This design comes from an exercise in tuning for small area, a short achievable clock period and few clock cycles per item on the open sky130 flow, not from production work.
Only simulation tests tie the RTL to the original design; equivalence was not proved.
No driver is modelled on the clock port, so clock power and skew are understated where the tree is cut down; a real chip needs a root buffer or a tree.
No activity file was given, so power comes from the tool's default toggle rates.

P:
==> flow/design.v <==
`timescale 1ns / 1ps
module medfilter2
(
  CLK,
  RSTn,
  Start_sig,
  Done_sig,
  Data_out,
  Rom_addr,
  Rom_data
);
  input CLK;
  input RSTn;
  input Start_sig;
  output Done_sig;
  output [7:0] Data_out;
  output [17:0] Rom_addr;
  input [7:0] Rom_data;
  reg       st1;       
  reg       start_d;
  reg       run;
  reg [1:0] ph;        
  reg       z;         
  reg       first;     
  reg [8:0] rowA;
  reg [8:0] colA;
  reg       zq;        
  reg       done;
  wire start = st1 & ~start_d;
  always @(posedge CLK or negedge RSTn)
    if (!RSTn) begin
      st1     <= 1'b0;
      start_d <= 1'b0;
    end else begin
      st1     <= Start_sig;
      start_d <= st1;
    end
  reg       eor;       
  wire [8:0] row_inc  = rowA + 9'd1;
  wire [8:0] row_dec1 = rowA - 9'd1;
  wire [8:0] row_dec2 = {rowA[8:1] - 8'd1, rowA[0]};
  always @(posedge CLK or negedge RSTn)
    if (!RSTn) begin
      run  <= 1'b0;
      done <= 1'b0;
    end else begin
      if (start)
        run <= 1'b1;
      done <= run & ~start & ph[1] & ~first & ~(~z & colA == 9'd3);
    end
  always @(posedge CLK)
    if (start) begin
      ph    <= 2'd0;
      z     <= 1'b1;
      first <= 1'b1;
      rowA  <= 9'd511;
      colA  <= 9'd0;
      zq    <= 1'b1;
      eor   <= 1'b0;
    end else begin
      ph  <= {ph[0], ~ph[1] & ~ph[0]};
      eor <= ~z & (colA == 9'd511);
      if (ph[1]) begin
        z    <= eor;
        rowA <= eor ? row_dec1 : row_dec2;
        if (!z)
          colA <= colA + 9'd1;
      end else
        rowA <= row_inc;
      zq   <= z | (ph == 2'd0 && rowA == 9'd511) | (ph[1] && rowA == 9'd0);
      if (ph[1] && !z && colA == 9'd2)
        first <= 1'b0;
    end
  assign Rom_addr = {rowA, colA};
  assign Done_sig = done;
  wire g0 = (ph == 2'd0);
  wire g1 = (ph == 2'd1);
  wire g2 = (ph == 2'd2);
  reg [7:0] s0, s1, s2, s3, s4, s5, s6, s7, s8, s9, s10, s11;
  reg [7:0] r0n, r1n, r2n, r3n;    
  reg [7:0] dout;
  wire swa = (g0 | g1) & gt8(s1, s0);
  wire swb = g2 & gt8(s3, s2);
  reg q_bc, q_ac, x1, x2, x3;
  wire gab = x3;
  wire gac = q_ac;
  wire gbc = q_bc;
  wire oa = g1 ? (gab & gac)   : g2 ? (gab ^ gac)    : (~gab & ~gac);
  wire ob = g1 ? (~gab & gbc)  : g2 ? ~(gab ^ gbc)   : (gab & ~gbc);
  wire oc = g1 ? (~gac & ~gbc) : g2 ? (gac ^ gbc)    : (gac & gbc);
  wire [7:0] op3n = ~(({8{oa}} & s11) | ({8{ob}} & s8) | ({8{oc}} & s5));
  reg f1, f1d, f2;
  wire fab = f1d;
  wire fac = f2;
  wire fbc = f1;
  wire [7:0] fmed = ~(({8{fab ^ fac}} & r3n) | ({8{~(fab ^ fbc)}} & r2n) | ({8{fac ^ fbc}} & r1n));
  function gt8;
    input [7:0] a, b;
    reg [7:0] g, p;
    reg [3:0] g2, p2;
    reg [1:0] g4, p4;
    integer i;
    begin
      g = a & ~b;
      p = a | ~b;
      for (i = 0; i < 4; i = i + 1) begin
        g2[i] = g[2*i+1] | p[2*i+1] & g[2*i];
        p2[i] = p[2*i+1] & p[2*i];
      end
      for (i = 0; i < 2; i = i + 1) begin
        g4[i] = g2[2*i+1] | p2[2*i+1] & g2[2*i];
        p4[i] = p2[2*i+1] & p2[2*i];
      end
      gt8 = g4[1] | p4[1] & g4[0];
    end
  endfunction
  always @(posedge CLK) begin
    s0  <= Rom_data & {8{~zq}};
    s1  <= swa ? s1 : s0;
    s2  <= swa ? s0 : s1;
    s3  <= swb ? s3 : s2;
    s4  <= swb ? s2 : s3;
    s5  <= s4;
    s6  <= s5;
    s7  <= s6;
    s8  <= s7;
    s9  <= s8;
    s10 <= s9;
    s11 <= s10;
    q_bc <= gt8(s7, s4);
    q_ac <= gt8(s10, s4);
    x1  <= q_bc;
    x2  <= x1;
    x3  <= x2;
    r0n <= op3n;
    r1n <= r0n;
    r2n <= r1n;
    r3n <= r2n;
    f1  <= gt8(r0n, r1n);
    f2  <= gt8(r0n, r2n);
    f1d <= f1;
    dout <= fmed;
  end
  assign Data_out = dout;
endmodule
==> flow/config.mk <==
export PLATFORM = sky130hd
export DESIGN_NAME = medfilter2
export DESIGN_NICKNAME = medfilter2
export VERILOG_FILES = /design/flow/design.v
export SDC_FILE = /design/flow/constraint.sdc
export NUM_CORES = 4
export LEC_CHECK = 0
export CAP_MARGIN = 20
export CORE_MARGIN = 2
export CORE_UTILIZATION = 60
export CTS_BUF_LIST = sky130_fd_sc_hd__clkbuf_8
export SETUP_SLACK_MARGIN = 3.3
export SLEW_MARGIN = 20
==> flow/constraint.sdc <==
create_clock -name core_clock -period 5.5 [get_ports {CLK}]
set_input_delay 1.1000 -clock core_clock [delete_from_list [all_inputs] [get_ports {CLK}]]
set_output_delay 1.1000 -clock core_clock [all_outputs]
set_load 0.01 [all_outputs]
standard.sh (not shown) runs the stock make flow with config.mk's settings and CLKGATE_MAP_FILE= SYNTH_SCRIPT=/design/flow/synth_recipe.tcl, a recipe that flattens the netlist after the stock synthesis.
==> flow/flow/run.sh <==
#!/bin/bash
# The standard layout (standard.sh), with the port buffers that the
# placement step inserts made the library's smallest buffer instead of a
# delay cell; timing repair resizes them where needed.
export BUFFER_PORTS_ARGS="-buffer_cell sky130_fd_sc_hd__buf_1"
bash standard.sh > standard.log 2>&1
Testbench counts of P, summed over its fixed seeds: cycles 2,363,949, items 786,432.
Edits applied to the flow inputs when going from P to Q:
# P
export LEC_CHECK = 0
export CAP_MARGIN = 20
export CORE_MARGIN = 2
export CORE_UTILIZATION = 60
export CTS_BUF_LIST = sky130_fd_sc_hd__clkbuf_8
export SETUP_SLACK_MARGIN = 3.3
export SLEW_MARGIN = 20
create_clock -name core_clock -period 5.5 [get_ports {CLK}]
# Q
export LEC_CHECK = 0
export CAP_MARGIN = 20
export CORE_MARGIN = 2
export CORE_UTILIZATION = 40
export CTS_BUF_LIST = sky130_fd_sc_hd__clkbuf_8
export SETUP_SLACK_MARGIN = 3.3
export SLEW_MARGIN = 20
create_clock -name core_clock -period 5.5 [get_ports {CLK}]
### Flow results
No stage failed in Q, and the final checks on the layout all came back clean.
Post-layout instance count excluding filler cells ended up 52 higher on Q than on P.
Diff P -> Q | setup slack after placement | increase of 0.042 ns
For clock share of power, P and Q come out practically identical.
### Q -> R
# Q
export LEC_CHECK = 0
export CAP_MARGIN = 20
export CORE_MARGIN = 2
export CORE_UTILIZATION = 40
export CTS_BUF_LIST = sky130_fd_sc_hd__clkbuf_8
export SETUP_SLACK_MARGIN = 3.3
export SLEW_MARGIN = 20
create_clock -name core_clock -period 5.5 [get_ports {CLK}]
# R
export LEC_CHECK = 0
export ABC_AREA = 1
export CAP_MARGIN = 20
export CORE_MARGIN = 2
export CORE_UTILIZATION = 40
export CTS_BUF_LIST = sky130_fd_sc_hd__clkbuf_8
export SETUP_SLACK_MARGIN = 3.3
export SLEW_MARGIN = 20
create_clock -name core_clock -period 5.5 [get_ports {CLK}]
Results
Of the two values seen for end point of the critical path, Rom_addr[14] was produced by Q and Rom_addr[13] by R.
Going from Q to R, final total power went down, clock share of power was more or less identical, number of instances in the synthesized netlist shows an increase of 32%, final area now sits higher, detailed-placement wirelength estimate went up.
Taking Q as 1.0, R lands at 0.77 on number of distinct library cells after synthesis.
When R is set beside Q, its global-route usage over all layers turns out to be 0.36 points smaller.
--- input diff R..S ---
# R
export LEC_CHECK = 0
export ABC_AREA = 1
export CAP_MARGIN = 20
export CORE_MARGIN = 2
export CORE_UTILIZATION = 40
export CTS_BUF_LIST = sky130_fd_sc_hd__clkbuf_8
export SETUP_SLACK_MARGIN = 3.3
export SLEW_MARGIN = 20
create_clock -name core_clock -period 5.5 [get_ports {CLK}]
# S
export LEC_CHECK = 0
export CAP_MARGIN = 20
export CORE_MARGIN = 2
export CORE_UTILIZATION = 40
export CTS_BUF_LIST = sky130_fd_sc_hd__clkbuf_8
export SETUP_SLACK_MARGIN = 3.6
export SLEW_MARGIN = 20
create_clock -name core_clock -period 5.5 [get_ports {CLK}]
==> flow/run.sh (new file) <==
#!/bin/bash
# synth_recipe.tcl (not shown) runs the flow's synth.tcl, then flattens the netlist and writes it again
# the make line also repeats each setting of config.mk as NAME=value (left out here)
make -C /OpenROAD-flow-scripts/flow DESIGN_CONFIG=/design/flow/config.mk WORK_HOME=/design/flow/orfs CLKGATE_MAP_FILE= SYNTH_SCRIPT=/design/flow/synth_recipe.tcl finish
removed: flow/flow/run.sh
removed: flow/standard.sh
==> comparison <==
| setup slack after layout | S vs R | better |. Leading cell type in the layout, fill and taps excluded: dfxtp_1 -> S, nand2_1 -> R. From R to S the numbers moved as follows: sequential cell area increased 1.7%; number of failing hold endpoints at the final stage barely changed; core utilization higher; flip-flop and latch power increased about 4%; maximum cell stage delay along the critical path went down. The critical path endpoint comes out Rom_addr[13] in one run and Done_sig in the other, namely in R and S respectively. Minimum clock period after layout was lower in the run labelled S. Worst hold slack: S worse than R.
diff inputs: S => T
# S
export LEC_CHECK = 0
export CAP_MARGIN = 20
export CORE_MARGIN = 2
export CORE_UTILIZATION = 40
export CTS_BUF_LIST = sky130_fd_sc_hd__clkbuf_8
export SETUP_SLACK_MARGIN = 3.6
export SLEW_MARGIN = 20
create_clock -name core_clock -period 5.5 [get_ports {CLK}]
# T
export LEC_CHECK = 0
export CAP_MARGIN = 20
export CORE_MARGIN = 2
export CORE_UTILIZATION = 40
export CTS_BUF_LIST = sky130_fd_sc_hd__clkbuf_8
export SETUP_SLACK_MARGIN = 3.3
export SLEW_MARGIN = 20
create_clock -name core_clock -period 5.5 [get_ports {CLK}]
==> comparison <==
Going from S to T, worst hold slack across all endpoints held, setup slack went down 0.10 ns, via density per instance went down 1.4%.
For T, the worst-path cell with the longest stage delay was dfxtp_4, unlike S, where it was dfrtp_1.

* * *

Another version of the RTL of medfilter2 (not shown whole).
Size: roughly 160 flip-flops, ~38 I/O pins, roughly 5700 um2 of cells after synthesis.
Settings: LEC_CHECK=0, CAP_MARGIN=20, CORE_MARGIN=2, CORE_UTILIZATION=40, CTS_BUF_LIST=sky130_fd_sc_hd__clkbuf_8, SETUP_SLACK_MARGIN=3.3, SLEW_MARGIN=20; clock period 5.5 ns.
==> flow/flow/run.sh <==
#!/bin/bash
# The standard layout (standard.sh) with three changes:
# - the port buffers that placement inserts are the library's smallest
#   buffer instead of a delay cell; timing repair resizes them where needed;
# - clock tree synthesis does not add dummy loads to the clock nets;
# - after clock tree synthesis, flow/clocktree.tcl replaces its tree with a
#   two-level one: a root buffer on the clock port driving six leaf buffers,
#   each driving the flip-flops of one region of the core. Later steps
#   (routing, timing repair) run as in the standard flow.
export BUFFER_PORTS_ARGS="-buffer_cell sky130_fd_sc_hd__buf_1"
export CTS_ARGS="-sink_clustering_enable -repair_clock_nets -buf_list sky130_fd_sc_hd__clkbuf_8 -dont_use_dummy_load"
export POST_CTS_TCL="$PWD/flow/clocktree.tcl"
export MCTS_LEAVES=6
export MCTS_LEAF=sky130_fd_sc_hd__clkbuf_16
bash standard.sh > standard.log 2>&1
==> flow/flow/clocktree.tcl <==
# Replace the clock tree that clock_tree_synthesis built by a two-level
# tree: one root buffer fed by the clock port, driving NLEAF leaf buffers,
# each driving the clock pins of the flip-flops in one region of the core
# (regions split at the median x, then each half at its median y).
set block [ord::get_db_block]
set nleaf [expr {[info exists ::env(MCTS_LEAVES)] ? $::env(MCTS_LEAVES) : 4}]
set leaf_master [[ord::get_db] findMaster [expr {[info exists ::env(MCTS_LEAF)] ? $::env(MCTS_LEAF) : "sky130_fd_sc_hd__clkbuf_16"}]]
set root_master [[ord::get_db] findMaster sky130_fd_sc_hd__clkbuf_8]
set clk_net [$block findNet CLK]

# the clock nets: CLK and every net driven by a clock tree buffer
set tree_insts {}
set sinks {}
proc walk {net} {
  global tree_insts sinks
  foreach it [$net getITerms] {
    if {[$it isOutputSignal]} { continue }
    set inst [$it getInst]
    set mname [[$inst getMaster] getName]
    if {[string match "sky130_fd_sc_hd__clkbuf_*" $mname] || [string match "sky130_fd_sc_hd__clkinv*" $mname]} {
      lappend tree_insts $inst
      foreach o [$inst getITerms] {
        if {[$o isOutputSignal] && [$o getNet] ne "NULL"} { walk [$o getNet] }
      }
    } else {
      lappend sinks $it
    }
  }
}
walk $clk_net
puts "clocktree: [llength $sinks] sinks, removing [llength $tree_insts] tree cells"

foreach inst $tree_insts {
  foreach it [$inst getITerms] {
    set n [$it getNet]
    if {$n ne "NULL" && [$it isOutputSignal]} {
      foreach s [$n getITerms] { $s disconnect }
      odb::dbNet_destroy $n
    }
  }
}
foreach inst $tree_insts { odb::dbInst_destroy $inst }
foreach s $sinks { if {[$s getNet] ne "NULL"} { $s disconnect } }

proc center {it} {
  set b [[$it getInst] getBBox]
  return [list [expr {([$b xMin] + [$b xMax]) / 2}] [expr {([$b yMin] + [$b yMax]) / 2}]]
}
proc split_groups {items n axis} {
  if {$n <= 1} { return [list $items] }
  set keyed {}
  foreach it $items { lappend keyed [list [lindex [center $it] $axis] $it] }
  set sorted [lsort -integer -index 0 $keyed]
  set half [expr {[llength $sorted] * ($n / 2) / $n}]
  set a {}; set b {}
  set i 0
  foreach k $sorted { if {$i < $half} { lappend a [lindex $k 1] } else { lappend b [lindex $k 1] }; incr i }
  set na [expr {$n / 2}]
  return [concat [split_groups $a $na [expr {1 - $axis}]] [split_groups $b [expr {$n - $na}] [expr {1 - $axis}]]]
}
set groups [split_groups $sinks $nleaf 0]

set root [odb::dbInst_create $block $root_master clkroot]
set rnet [odb::dbNet_create $block clknet_root]
$rnet setSigType CLOCK
[$root findITerm A] connect $clk_net
[$root findITerm X] connect $rnet
set sx 0; set sy 0
set k 0
foreach g $groups {
  set x 0; set y 0
  foreach it $g { set c [center $it]; incr x [lindex $c 0]; incr y [lindex $c 1] }
  set x [expr {$x / [llength $g]}]; set y [expr {$y / [llength $g]}]
  set leaf [odb::dbInst_create $block $leaf_master clkleaf_$k]
  set lnet [odb::dbNet_create $block clknet_leaf_$k]
  $lnet setSigType CLOCK
  [$leaf findITerm A] connect $rnet
  [$leaf findITerm X] connect $lnet
  foreach it $g { $it connect $lnet }
  $leaf setLocation $x $y
  $leaf setPlacementStatus PLACED
  incr sx $x; incr sy $y
  puts "clocktree: leaf $k drives [llength $g] sinks at ($x, $y)"
  incr k
}
$root setLocation [expr {$sx / $k}] [expr {$sy / $k}]
$root setPlacementStatus PLACED
$clk_net setSigType CLOCK
detailed_placement
check_placement -verbose
The starting point stopped in 4_1_cts.
Testbench counts at the start, summed over its fixed seeds: cycles 2,363,946, items 786,432.
Edit:
--- a/flow/flow/clocktree.tcl
+++ b/flow/flow/clocktree.tcl
@@ -11,6 +11,5 @@
 # the clock nets: CLK and every net driven by a clock tree buffer
-set tree_insts {}
-set sinks {}
+set ::mcts_tree {}
+set ::mcts_sinks {}
 proc walk {net} {
-  global tree_insts sinks
   foreach it [$net getITerms] {
@@ -20,3 +19,3 @@
     if {[string match "sky130_fd_sc_hd__clkbuf_*" $mname] || [string match "sky130_fd_sc_hd__clkinv*" $mname]} {
-      lappend tree_insts $inst
+      lappend ::mcts_tree $inst
       foreach o [$inst getITerms] {
@@ -25,3 +24,3 @@
     } else {
-      lappend sinks $it
+      lappend ::mcts_sinks $it
     }
@@ -30,2 +29,4 @@
 walk $clk_net
+set tree_insts $::mcts_tree
+set sinks $::mcts_sinks
 puts "clocktree: [llength $sinks] sinks, removing [llength $tree_insts] tree cells"
- SETUP_SLACK_MARGIN: 3.3 -> 3.4
The new run finished clean.
Area after synthesis stays the same.
Synthesized cell count is unchanged.
The clock cells of the second run of this note come from the design's own scripts or RTL, not from TritonCTS.

[port drivers added, routing unchanged]
In the flow no input, the clock included, has a driving cell. The finished layouts below were timed again as built, in two steps.
Step 1 (the two cells are an assumption about what drives the block):
set clk [get_ports {CLK}]
set_driving_cell -lib_cell sky130_fd_sc_hd__clkbuf_16 $clk
set_driving_cell -lib_cell sky130_fd_sc_hd__buf_2 [delete_from_list [all_inputs] $clk]
Step 2, shift: input delay + t, output delay - t, t = (earliest + latest rising clock arrival at the registers) / 2. This alone moves slack from input paths to output paths.
a / b / c = ideal ports / drivers / drivers and shift; a / b = the first two.
run	t (ns)	slack for setup (ns)	latest minus earliest clock arrival (ns)	pins driven straight from the clock port
P	0.479	3.371 / 3.337 / 3.487	0.010 / 0.010	1
Q	0.490	3.359 / 3.322 / 3.410	0.014 / 0.014	1
R	0.476	3.374 / 3.336 / 3.710	0.010 / 0.009	1
S	0.481	3.452 / 3.421 / 3.481	0.012 / 0.012	1
T	0.474	3.349 / 3.317 / 3.452	0.013 / 0.013	1
the second run of note 2	0.427	3.428 / 3.428 / 3.428	0.009 / 0.010	1
After both steps setup and hold are still met in every run listed.
